Background: an optimization exercise with open tools, aiming at small area, a short achievable clock period and few clock cycles per item. Do not read the settings as production practice.
RTL that was checked went through simulation tests only; none was proved equivalent to the original.
Only the layout flow was run in run 1; the RTL was not checked for function there.
Power is estimated from default activity; no workload was simulated.

==> flow/design.v, too long to show whole: its modules and the start of the top module <==
// module booth_multiplier: 1545 lines
module booth_multiplier #(
  parameter MUL_WIDTH = 32
) (
  input                        clk,
  input                        rst_n,
  input                        start,
  input                        sign,
  input      [  MUL_WIDTH-1:0] data_in1,
  input      [  MUL_WIDTH-1:0] data_in2,
  output     [2*MUL_WIDTH-1:0] data_out,
  output reg                   ready
);
  // ...
==> flow/flow/run.sh <==
#!/bin/bash
# Own layout flow: the standard layout (standard.sh) with two changes.
#  1. Synthesis: Yosys's synth is also given -noabc, which drops the generic
#     "abc -fast" pass that runs before ORFS's full-adder extraction, so
#     extract_fa sees the design's full adders as written and maps them
#     without polarity inverters around the adder cells.  fsm and share are
#     still skipped, the design is flattened and renamed the same way, and ABC
#     still maps the remaining logic after adder extraction.
#  2. Port buffers: every input and output port still gets a buffer, but a
#     plain sky130_fd_sc_hd__buf_2 instead of the slow clkdlybuf4s50_1 that
#     buffer_ports picks by default.
# Each tool's output goes to flow.log here and to ORFS's own logs under orfs/logs.
set -euo pipefail
sed 's/yosys synth -nofsm -noshare /yosys synth -nofsm -noshare -noabc /' synth_recipe.tcl > own_synth.tcl
grep -q -- '-noabc' own_synth.tcl
sed -e 's#synth_recipe\.tcl#own_synth.tcl#g' \
    -e "s#CLKGATE_MAP_FILE= #CLKGATE_MAP_FILE= 'BUFFER_PORTS_ARGS=-buffer_cell sky130_fd_sc_hd__buf_2' #" \
    standard.sh > own_standard.sh
grep -q 'own_synth\.tcl' own_standard.sh
grep -q 'BUFFER_PORTS_ARGS' own_standard.sh
bash own_standard.sh > flow.log 2>&1
==> flow/standard.sh <==
#!/bin/bash
# synth_recipe.tcl (not shown) runs the flow's synth.tcl, then flattens the netlist and writes it again
# the make line also repeats each setting of config.mk as NAME=value (left out here)
make -C /OpenROAD-flow-scripts/flow DESIGN_CONFIG=/design/flow/config.mk WORK_HOME=/design/flow/orfs CLKGATE_MAP_FILE= SYNTH_SCRIPT=/design/flow/synth_recipe.tcl "${@:-finish}"
==> flow/config.mk <==
export PLATFORM = sky130hd
export DESIGN_NAME = booth_multiplier
export DESIGN_NICKNAME = booth_multiplier
export VERILOG_FILES = /design/flow/design.v
export SDC_FILE = /design/flow/constraint.sdc
export NUM_CORES = 4
export LEC_CHECK = 0
export CAP_MARGIN = 20
export CORE_MARGIN = 2
export CORE_UTILIZATION = 40
export SLEW_MARGIN = 20
==> flow/constraint.sdc <==
create_clock -name core_clock -period 5.0 [get_ports {clk}]
set_input_delay 1.0000 -clock core_clock [delete_from_list [all_inputs] [get_ports {clk}]]
set_output_delay 1.0000 -clock core_clock [all_outputs]
set_load 0.01 [all_outputs]
==> impl_metrics.ini, run 1 <==
[run_status]
outcome = finished with violations
check.faults = setup timing

[setup_path]
rrSetupSlack_ns = 0.20
critPathArrivalTime_ns = 4.06
crit_path_max_incr_delay_ns = 0.56
startpoint_type = flip-flop
required_ns = 4.00
reg2reg_to = r2[21]

[synth]
synth_async_sr_flop_share_pct = 0
yosysTopAreaCell = fa_1
synth_top_area_share_pct = 23.7
yosys-mux-area-fraction_pct = 3.28
synth_compound_area_share_pct = 29.9
netlist_instances = 2998
synth_commonest_cells = o21ai_0, fa_1, a21oi_1, clkbuf_1, o22ai_1
ys_seq_area_share_pct = 21.4

[global_route]
grt_use_met3_pct = 6.32
use_met2_pct = 56.2
grtUsageTotal_pct = 35.6
grt_pass1_wl_um = 185000

[place]
dpl_cell_area_sq_mm = 0.0303

[power_and_ir_drop]
sw_frac_of_total_pct = 50.2
comb_power_uw = 21200
pwr-share-clk_pct = 8.8

[layout]
final_area_sq_mm = 0.0318
num-nonclk-inverters = 61
largest_reg_flops = 50
regMostFlops = r0
reg_top3 = r0: 50 flops, r1: 48 flops, r2: 47 flops

[floorplanning]
pin_count = 133
die_x_um = 267
dieArea_sq_mm = 0.0711

[route]
drc = 0
wirelength_um = 129000
routed.top_layer = met5

[cts]
htreeDepth = 1
cts_setup_buffers = 13

[sta]
setup-violations-final = 3
slew_headroom_pct = 27.2
setup_slack_ns = -0.0563
finalHoldViolCount = 0
==> run 2: changes to the inputs <==
--- a/flow/design.v
+++ b/flow/design.v
@@ -11,45 +11,46 @@
   output reg                   ready
 );
   reg  [32:0] a_r;          
   reg  [33:17] b_r;         
   reg  [49:0] r0, r1, r2;     
   reg  [17:0] lo_r;         
   wire [32:0] a_in = {sign & data_in1[31], data_in1};
   wire [33:0] b_in = {{2{sign & data_in2[31]}}, data_in2};
-  wire [32:0] am = ready ? a_in : a_r;
+  reg         idle_r;
+  wire [32:0] am = idle_r ? a_in : a_r;
   wire [8:0] x0, x1, x2;
-  assign x0[0] = ~ready & b_r[17];
-  assign x1[0] = ready ? b_in[0] : b_r[18];
-  assign x2[0] = ready ? b_in[1] : b_r[19];
-  assign x0[1] = ready ? b_in[1] : b_r[19];
-  assign x1[1] = ready ? b_in[2] : b_r[20];
-  assign x2[1] = ready ? b_in[3] : b_r[21];
-  assign x0[2] = ready ? b_in[3] : b_r[21];
-  assign x1[2] = ready ? b_in[4] : b_r[22];
-  assign x2[2] = ready ? b_in[5] : b_r[23];
-  assign x0[3] = ready ? b_in[5] : b_r[23];
-  assign x1[3] = ready ? b_in[6] : b_r[24];
-  assign x2[3] = ready ? b_in[7] : b_r[25];
-  assign x0[4] = ready ? b_in[7] : b_r[25];
-  assign x1[4] = ready ? b_in[8] : b_r[26];
-  assign x2[4] = ready ? b_in[9] : b_r[27];
-  assign x0[5] = ready ? b_in[9] : b_r[27];
-  assign x1[5] = ready ? b_in[10] : b_r[28];
-  assign x2[5] = ready ? b_in[11] : b_r[29];
-  assign x0[6] = ready ? b_in[11] : b_r[29];
-  assign x1[6] = ready ? b_in[12] : b_r[30];
-  assign x2[6] = ready ? b_in[13] : b_r[31];
-  assign x0[7] = ready ? b_in[13] : b_r[31];
-  assign x1[7] = ready ? b_in[14] : b_r[32];
-  assign x2[7] = ready ? b_in[15] : b_r[33];
-  assign x0[8] = ready & b_in[15];
-  assign x1[8] = ready & b_in[16];
-  assign x2[8] = ready & b_in[17];
+  assign x0[0] = ~idle_r & b_r[17];
+  assign x1[0] = idle_r ? b_in[0] : b_r[18];
+  assign x2[0] = idle_r ? b_in[1] : b_r[19];
+  assign x0[1] = idle_r ? b_in[1] : b_r[19];
+  assign x1[1] = idle_r ? b_in[2] : b_r[20];
+  assign x2[1] = idle_r ? b_in[3] : b_r[21];
+  assign x0[2] = idle_r ? b_in[3] : b_r[21];
+  assign x1[2] = idle_r ? b_in[4] : b_r[22];
+  assign x2[2] = idle_r ? b_in[5] : b_r[23];
+  assign x0[3] = idle_r ? b_in[5] : b_r[23];
+  assign x1[3] = idle_r ? b_in[6] : b_r[24];
+  assign x2[3] = idle_r ? b_in[7] : b_r[25];
+  assign x0[4] = idle_r ? b_in[7] : b_r[25];
+  assign x1[4] = idle_r ? b_in[8] : b_r[26];
+  assign x2[4] = idle_r ? b_in[9] : b_r[27];
+  assign x0[5] = idle_r ? b_in[9] : b_r[27];
+  assign x1[5] = idle_r ? b_in[10] : b_r[28];
+  assign x2[5] = idle_r ? b_in[11] : b_r[29];
+  assign x0[6] = idle_r ? b_in[11] : b_r[29];
+  assign x1[6] = idle_r ? b_in[12] : b_r[30];
+  assign x2[6] = idle_r ? b_in[13] : b_r[31];
+  assign x0[7] = idle_r ? b_in[13] : b_r[31];
+  assign x1[7] = idle_r ? b_in[14] : b_r[32];
+  assign x2[7] = idle_r ? b_in[15] : b_r[33];
+  assign x0[8] = idle_r & b_in[15];
+  assign x1[8] = idle_r & b_in[16];
+  assign x2[8] = idle_r & b_in[17];
   wire [8:0] neg, one, two;
   wire [33:0] ax = {am[32], am};
   wire [33:0] ax1 = {am, 1'b0};
   wire [33:0] pp0;
   wire [33:0] pp1;
   wire [33:0] pp2;
   wire [33:0] pp3;
   wire [33:0] pp4;
@@ -1536,10 +1537,11 @@
     b_r <= b_in[33:17];
     if (!ready) lo_r <= lo_sum[17:0];
     if (!ready || start) begin
       r0 <= t0[49:0];
       r1 <= t1[49:0];
       r2 <= t2[49:0];
     end
     ready <= ~(rst_n & ready & start);
+    idle_r <= ~(rst_n & idle_r & start);
   end
 endmodule
==> flow/config.mk (replaced) <==
export PLATFORM = sky130hd
export DESIGN_NAME = booth_multiplier
export DESIGN_NICKNAME = booth_multiplier
export VERILOG_FILES = /design/flow/design.v
export SDC_FILE = /design/flow/constraint.sdc
export NUM_CORES = 4
export LEC_CHECK = 0
export ABC_CLOCK_PERIOD_IN_PS = 3800
export CAP_MARGIN = 20
export CORE_MARGIN = 2
export CORE_UTILIZATION = 40
export SLEW_MARGIN = 20
==> run 2 against run 1 <==
Against the previous run: the run now finishes clean; critical endpoint is now data_out[62]; clock-buffer cell count down 3; clock power shrank 17%; critical path depth is 4 lower; sequential power is 1% lower; power is 5.0% lower; critical path type unchanged; die area shrank 3.6%.
==> impl_metrics.ini, run 2 <==
[run_status]
outcome = finished clean

[sta]
setup-violations-final = 0
slew_headroom_pct = 24.8
tightest_slew_ns = 1.12
post-route-period-util_pct = 98.8
fin_skew_ns = 0.0197
setup_slack_ns = 0.0604
finalCriticalPeriod_ns = 4.94
rsz0062_at_grt = true
final_max_slew_viol_count = 0
finalHoldViolCount = 0
fmax_ghz = 0.202

[route]
via_per_inst = 6.74
ant_nets = 0
wirelength_um = 123000
vias = 25200
wl_per_cell_um = 32.8
drc = 0
drt-initial-drc-count = 3287
drtPass1Iterations = 6

[synth]
synth.distinct_cells = 75
syn_area_sq_mm = 0.0266
netlist_instances = 2774
synth_area_leaders = fa_1, edfxtp_1, a21oi_1, ha_1, o21ai_0
syn_nets = 3263
synth_edf_count = 163
synth_top_area_share_pct = 24.6
synth.avg_cell_area_sq_um = 9.57
ys_seq_area_share_pct = 22.3
yosysTopAreaCell = fa_1
synth_commonest_cells = fa_1, a21oi_1, o21ai_0, clkbuf_1, o22ai_1
yosys.cell_count.top_type = fa_1
synth_async_sr_flop_share_pct = 0
ys.flop_type = edfxtp_1
synth_warnings = 1
synth-seq-cells = 214

[global_route]
antenna_found_initial = 3
grtUsageTotal_pct = 35.2
grt_start_max_net_pins = 83
grt_pass1_wl_um = 174000
grt.overflow.total = 0
grt_pass1_vias = 24300

[floorplanning]
dieArea_sq_mm = 0.0685
core_area_sq_mm = 0.0657
pin_count = 133
rows = 94
initial_core_util_pct = 40.4
die_x_um = 262
die_y_um = 262

[cts]
cts_buffers = 27
cts_buffer_depth = 3
clkSinkCount = 214
path_clk_slew_ns = 0.06
cts-root-buf = clkbuf_16
htreeDepth = 1
insertion_delay_ns = 0.59
cts_hold_buf = 0
cts_tree = built

[setup_path]
startpoint_type = flip-flop
required_ns = 4.00
critical_path_class = reg -> out
reg2reg_to = r2[18]
end_kind = primary output
rrSetupSlack_ns = 0.35
worst-path-max-fanout = 3
critPathArrivalTime_ns = 3.94
slowest_stage = fa_1
critical_path.top_delay_family = compound AO/OA/AOI/OAI gates
r2r_cells = 9
cp_common_cell = a31oi_4
path_buf_inv = 1
crit_path_max_incr_delay_ns = 0.54
r2r_start = idle_r
path_cells = fa_1 -> ha_1 -> a2111oi_4 -> o21ai_2 -> a31oi_4 -> o21ai_4 -> a211oi_4 -> o31ai_4 -> a31oi_4 -> o31ai_2 -> xor2_1 -> buf_2

[layout]
mostFrequentLayoutCells = fa_1, a21oi_1, o21ai_0
largest_reg_flops = 50
nets = 3348
regMostFlops = r0
drive_gt1_share_pct = 18.5
layout_commonest_cell = fa_1
final_cells = 3744
syn2layout_area_growth_pct = 14.4
reg_top3 = r0: 50 flops, r1: 48 flops, r2: 47 flops
final_core_util_pct = 46.2

[min_path]
hold_path_depth = 1
worstHoldStart = data_in2[21]
holdPathEnd = b_r[21]
min_path_type = in -> reg

[place]
pre_cts_slack_ns = 0.233
gp_congestion = 1.00
io_buffers = 132
hpwlAfterDp_um = 90200
dpl.cell_count = 3685

[flow_run]
drv_cap = 0

[power_and_ir_drop]
powerDensity_mw_per_mm2 = 857
p_leak_uw = 0.0114
vdd_drop_max_mv = 0.792
==> run 2: cell families (layout without fill, tap and decap cells) <==
logic type | Yosys count | after routing | synth area share [%]
other cells | 0 | 1 | 0
compound gates | 1162 | 1162 | 27.7
xor+xnor | 144 | 144 | 4.75
fa+ha+maj | 421 | 421 | 29.1
mux | 84 | 84 | 3.44
buf+inv | 373 | 478 | 5.76
flops | 214 | 214 | 22.3
simple gates | 376 | 376 | 7.01
==> run 2: worst register-to-register path: cells and delay by family, from the launching register on <==
family | cells | cell delay (ns)
AO/OA/AOI/OAI | 2 | 0.34
adder cells (fa/ha/maj) | 4 | 2.13
buffers and inverters | 2 | 0.72
flip-flops | 1 | 0.69
multiplexers | 1 | 0.51
==> run 2: worst max-delay path by stage <==
stage | to | depth (start not counted) | slack [ns] | from
3_5_place_dp | r2[22] | 11 | 0.23 | data_in2[8]
5_1_grt | data_out[57] | 14 | -0.04 | r0[0]
3_3_place_gp | data_out[63] | 13 | 0.25 | r0[1]
2_1_floorplan | r2[19] | 11 | 0.54 | data_in2[1]
6_report | data_out[62] | 12 | 0.06 | r0[6]
4_1_cts | data_out[62] | 12 | 0.004 | r0[2]
==> run 2: layout make-up <==
| cell class | instances | area (sq um) |
|---|---|---|
| clock inverter | 18 | 186 |
| fill | 6175 | 35400 |
| timing repair buffer | 367 | 2760 |
| sequential | 214 | 5920 |
| clock buffer | 31 | 691 |
| inverter | 62 | 233 |
| antenna | 1 | 2.50 |
| multi-input combinational | 2187 | 19500 |
| tap | 864 | 1080 |
==> run 2: power breakdown <==
part / total [uW] / switching (uW) / internal, uW / leakage, uW
combinational: 20200 / 11900 / 8390 / 0.00896
sequential: 3800 / 503 / 3300 / 0.00206
clock: 1990 / 838 / 1150 / 0.000420
==> run 2: routing by layer <==
metal  global-route usage [%]  wire length (um)  vias up
met5                        0                 0        -
met4                     26.7             11600        0
met3                     6.86             11100      403
met2                     54.9             54800     1661
met1                     43.2             45200    12600
li1                         -                 -    10500
==> run 2: stage by stage <==
stage / instance area (sq um) / setup TNS [ns] / total power [uW] / hold WS, ns
finish: 30400 / 0 / 26000 / 0.510
global route: 30400 / -0.111 / 27900 / 0.504
CTS: 30200 / 0 / 25300 / 0.486
detailed placement: 29200 / 0 / 23000 / 0.658
global placement: 29200 / 0 / 22700 / 0.617
floorplan: 26600 / 0 / 16200 / 0.595
==> run 2: repair_timing <==
item	in CTS	in global routing
pin swaps	6	11
resized for setup	13	27
setup buffers	3	6
gates cloned	0	0
endpoints found under the setup margin	13	12
Testbench counts of run 2, summed over its fixed seeds: cycles 6,408, items 3,200.
==> run 3: changes to the inputs <==
--- a/flow/config.mk
+++ b/flow/config.mk
@@ -5,7 +5,6 @@
 export SDC_FILE = /design/flow/constraint.sdc
 export NUM_CORES = 4
 export LEC_CHECK = 0
-export ABC_CLOCK_PERIOD_IN_PS = 3800
 export CAP_MARGIN = 20
 export CORE_MARGIN = 2
 export CORE_UTILIZATION = 40
==> run 3 against run 2 <==
Against the previous run: sequential share of layout area is the same; still clean on timing, DRC and antenna; register-to-register slack about the same; final area unchanged; largest cell class unchanged.
==> impl_metrics.ini, run 3 <==
[layout]
final_cells = 3744
nets = 3348
layout_commonest_cell = fa_1
largest_reg_flops = 50
syn2layout_area_growth_pct = 14.4
regMostFlops = r0
drive_gt1_share_pct = 18.5
reg_top3 = r0: 50 flops, r1: 48 flops, r2: 47 flops
final_area_sq_mm = 0.0304
mostFrequentLayoutCells = fa_1, a21oi_1, o21ai_0

[cts]
htreeDepth = 1
clkSinkCount = 214
path_clk_slew_ns = 0.06
cts-root-buf = clkbuf_16
cts_tree = built
cts_buffer_depth = 3
cts_hold_buf = 0
cts_buffers = 27
insertion_delay_ns = 0.59

[synth]
synth_edf_count = 163
syn_area_sq_mm = 0.0266
syn_nets = 3263
synth_area_leaders = fa_1, edfxtp_1, a21oi_1, ha_1, o21ai_0
synth_async_sr_flop_share_pct = 0
yosys.cell_count.top_type = fa_1
synth_top_area_share_pct = 24.6
synth.avg_cell_area_sq_um = 9.57
synth-seq-cells = 214
synth.distinct_cells = 75
netlist_instances = 2774
ys_seq_area_share_pct = 22.3
yosysTopAreaCell = fa_1
synth_warnings = 1
synth_commonest_cells = fa_1, a21oi_1, o21ai_0, clkbuf_1, o22ai_1
ys.flop_type = edfxtp_1

[setup_path]
critPathArrivalTime_ns = 3.94
end_kind = primary output
critical_path_class = reg -> out
r2r_cells = 9
worst-path-max-fanout = 3
startpoint_type = flip-flop
reg2reg_to = r2[18]
required_ns = 4.00
r2r_start = idle_r
rrSetupSlack_ns = 0.35

[sta]
setup-violations-final = 0
fin_skew_ns = 0.0197
tightest_slew_ns = 1.12
post-route-period-util_pct = 98.8
slew_headroom_pct = 24.8
tns_ns = 0
finalCriticalPeriod_ns = 4.94
finalHoldViolCount = 0
fmax_ghz = 0.202
final_max_slew_viol_count = 0
rsz0062_at_grt = true

[power_and_ir_drop]
sw_frac_of_total_pct = 50.7
powerDensity_mw_per_mm2 = 857
vdd_drop_max_mv = 0.792
switchingPower_uw = 13200
p_leak_uw = 0.0114
pwr-share-clk_pct = 7.6
intPower_uw = 12800
seqPwrFrac_pct = 14.6
combPwrFrac_pct = 77.8

[route]
drtPass1Iterations = 6
via_per_inst = 6.74
wirelength_um = 123000
drc = 0
ant_nets = 0
drt-initial-drc-count = 3287
vias = 25200
wl_per_cell_um = 32.8

[place]
gp_congestion = 1.00
hpwlAfterDp_um = 90200
dpl_cell_area_sq_mm = 0.0292
io_buffers = 132
dpl.cell_count = 3685

[floorplanning]
rows = 94
die_y_um = 262
pin_count = 133
die_x_um = 262
core_area_sq_mm = 0.0657
dieArea_sq_mm = 0.0685
initial_core_util_pct = 40.4

[run_status]
outcome = finished clean

[min_path]
worstHoldStart = data_in2[21]
holdPathEnd = b_r[21]
min_path_type = in -> reg
hold_path_depth = 1

[global_route]
grt.overflow.total = 0
grt_pass1_vias = 24300
grt_start_max_net_pins = 83
antenna_found_initial = 3
grt_pass1_wl_um = 174000
grtUsageTotal_pct = 35.2

[flow_run]
drv_cap = 0
==> run 3: cell counts in the layout (fill, tap and decap cells not counted) <==
Identical to the previous run, type by type.
==> run 3: through the flow <==
step / setup slack (ns) / hold slack, ns / util, % / power (uW)
floorplan: 0.538 / 0.595 / - / 16200
global placement: 0.254 / 0.617 / 44.4 / 22700
detailed placement: 0.233 / 0.658 / 44.4 / 23000
CTS: 0.00353 / 0.486 / 45.9 / 25300
global route: -0.0353 / 0.504 / 46.2 / 27900
finish: 0.0604 / 0.510 / 46.2 / 26000
==> run 3: how the worst max path moves through the flow <==
| stage | depth (start not counted) | startpoint | to | slack (ns) |
|---|---|---|---|---|
| 4_1_cts | 12 | r0[2] | data_out[62] | 0.004 |
| 3_5_place_dp | 11 | data_in2[8] | r2[22] | 0.23 |
| 6_report | 12 | r0[6] | data_out[62] | 0.06 |
| 5_1_grt | 14 | r0[0] | data_out[57] | -0.04 |
| 2_1_floorplan | 11 | data_in2[1] | r2[19] | 0.54 |
| 3_3_place_gp | 13 | r0[1] | data_out[63] | 0.25 |
==> run 3: per-layer routing <==
metal / routed length (um) / part of all wire (%) / GRT usage [%] / up-vias
met2: 54800 / 45 / 54.9 / 1661
met1: 45200 / 37 / 43.2 / 12600
met5: 0 / 0 / 0 / -
met4: 11600 / 9.5 / 26.7 / 0
li1: - / - / - / 10500
met3: 11100 / 9.0 / 6.86 / 403
==> run 3: area by class of cell <==
| class | count | area (sq um) |
|---|---|---|
| Clock inverter | 18 | 186 |
| Multi-Input combinational cell | 2187 | 19500 |
| Fill cell | 6175 | 35400 |
| Sequential cell | 214 | 5920 |
| Tap cell | 864 | 1080 |
| Antenna cell | 1 | 2.50 |
| Timing Repair Buffer | 367 | 2760 |
| Clock buffer | 31 | 691 |
| Inverter | 62 | 233 |
==> run 3: cells by family after synthesis <==
logic type,synth area share (%)
AND/OR/NAND/NOR,7.01
flip-flops,22.3
AO/OA/AOI/OAI,27.7
buffers and inverters,5.76
adder cells (fa/ha/maj),29.1
XOR/XNOR,4.75
multiplexers,3.44
==> run 3: power by group through the flow <==
| stage | registers (uW) | logic [uW] | clock network [uW] |
|---|---|---|---|
| final | 3800 | 20200 | 1990 |
| after global routing | 3880 | 21900 | 2070 |
| after CTS | 3810 | 19500 | 2020 |
| after detailed placement | 3850 | 19200 | 0 |
| after floorplan | 3670 | 12500 | 0 |
| after global placement | 3830 | 18800 | 0 |
==> run 3: timing repair <==
item	4_1_cts	5_1_grt
pin swaps	6	11
gates resized for setup	13	27
endpoints found under the setup margin	13	12
setup buffers	3	6
==> run 3: worst max-delay path, cell delays in order, from the launching register on <==
cell and delay, ns:
edfxtp_1 0.43, fa_1 0.54, ha_1 0.30, a2111oi_4 0.38, o21ai_2 0.17, a31oi_4 0.27, o21ai_4 0.13, a211oi_4 0.36
o31ai_4 0.12, a31oi_4 0.26, o31ai_2 0.10, xor2_1 0.14, buf_2 0.15

afterwards: timing with drivers on the ports:
The results above use ideal ports. As a check the final layouts listed here were re-extracted and re-timed, cells and wires unchanged. Step 1 sets driving cells, clkbuf_16 on the clock port and buf_2 on the other inputs (assumed; they add their load-dependent delay and slew). Step 2 also shifts input and output timing later by t, the mid clock arrival at the registers, as if the neighbouring blocks saw the same clock. Three values: no drivers, after step 1, after step 2; two values: the first two.
run | shift t [ns] | setup WS [ns] | latest minus earliest clock arrival (ns) | slew at the worst register clock pin (ns)
run 1 | 0.650 | -0.056 / -0.124 / -0.061 | 0.041 / 0.040 | 0.07 / 0.07
run 2 | 0.643 | 0.060 / -0.005 / 0.118 | 0.020 / 0.020 | 0.06 / 0.06
run 3 | 0.643 | 0.060 / -0.005 / 0.118 | 0.020 / 0.020 | 0.06 / 0.06
For run 1, which loses most, drivers alone change the setup slack by -0.068 ns; drivers and shift together by -0.005 ns.
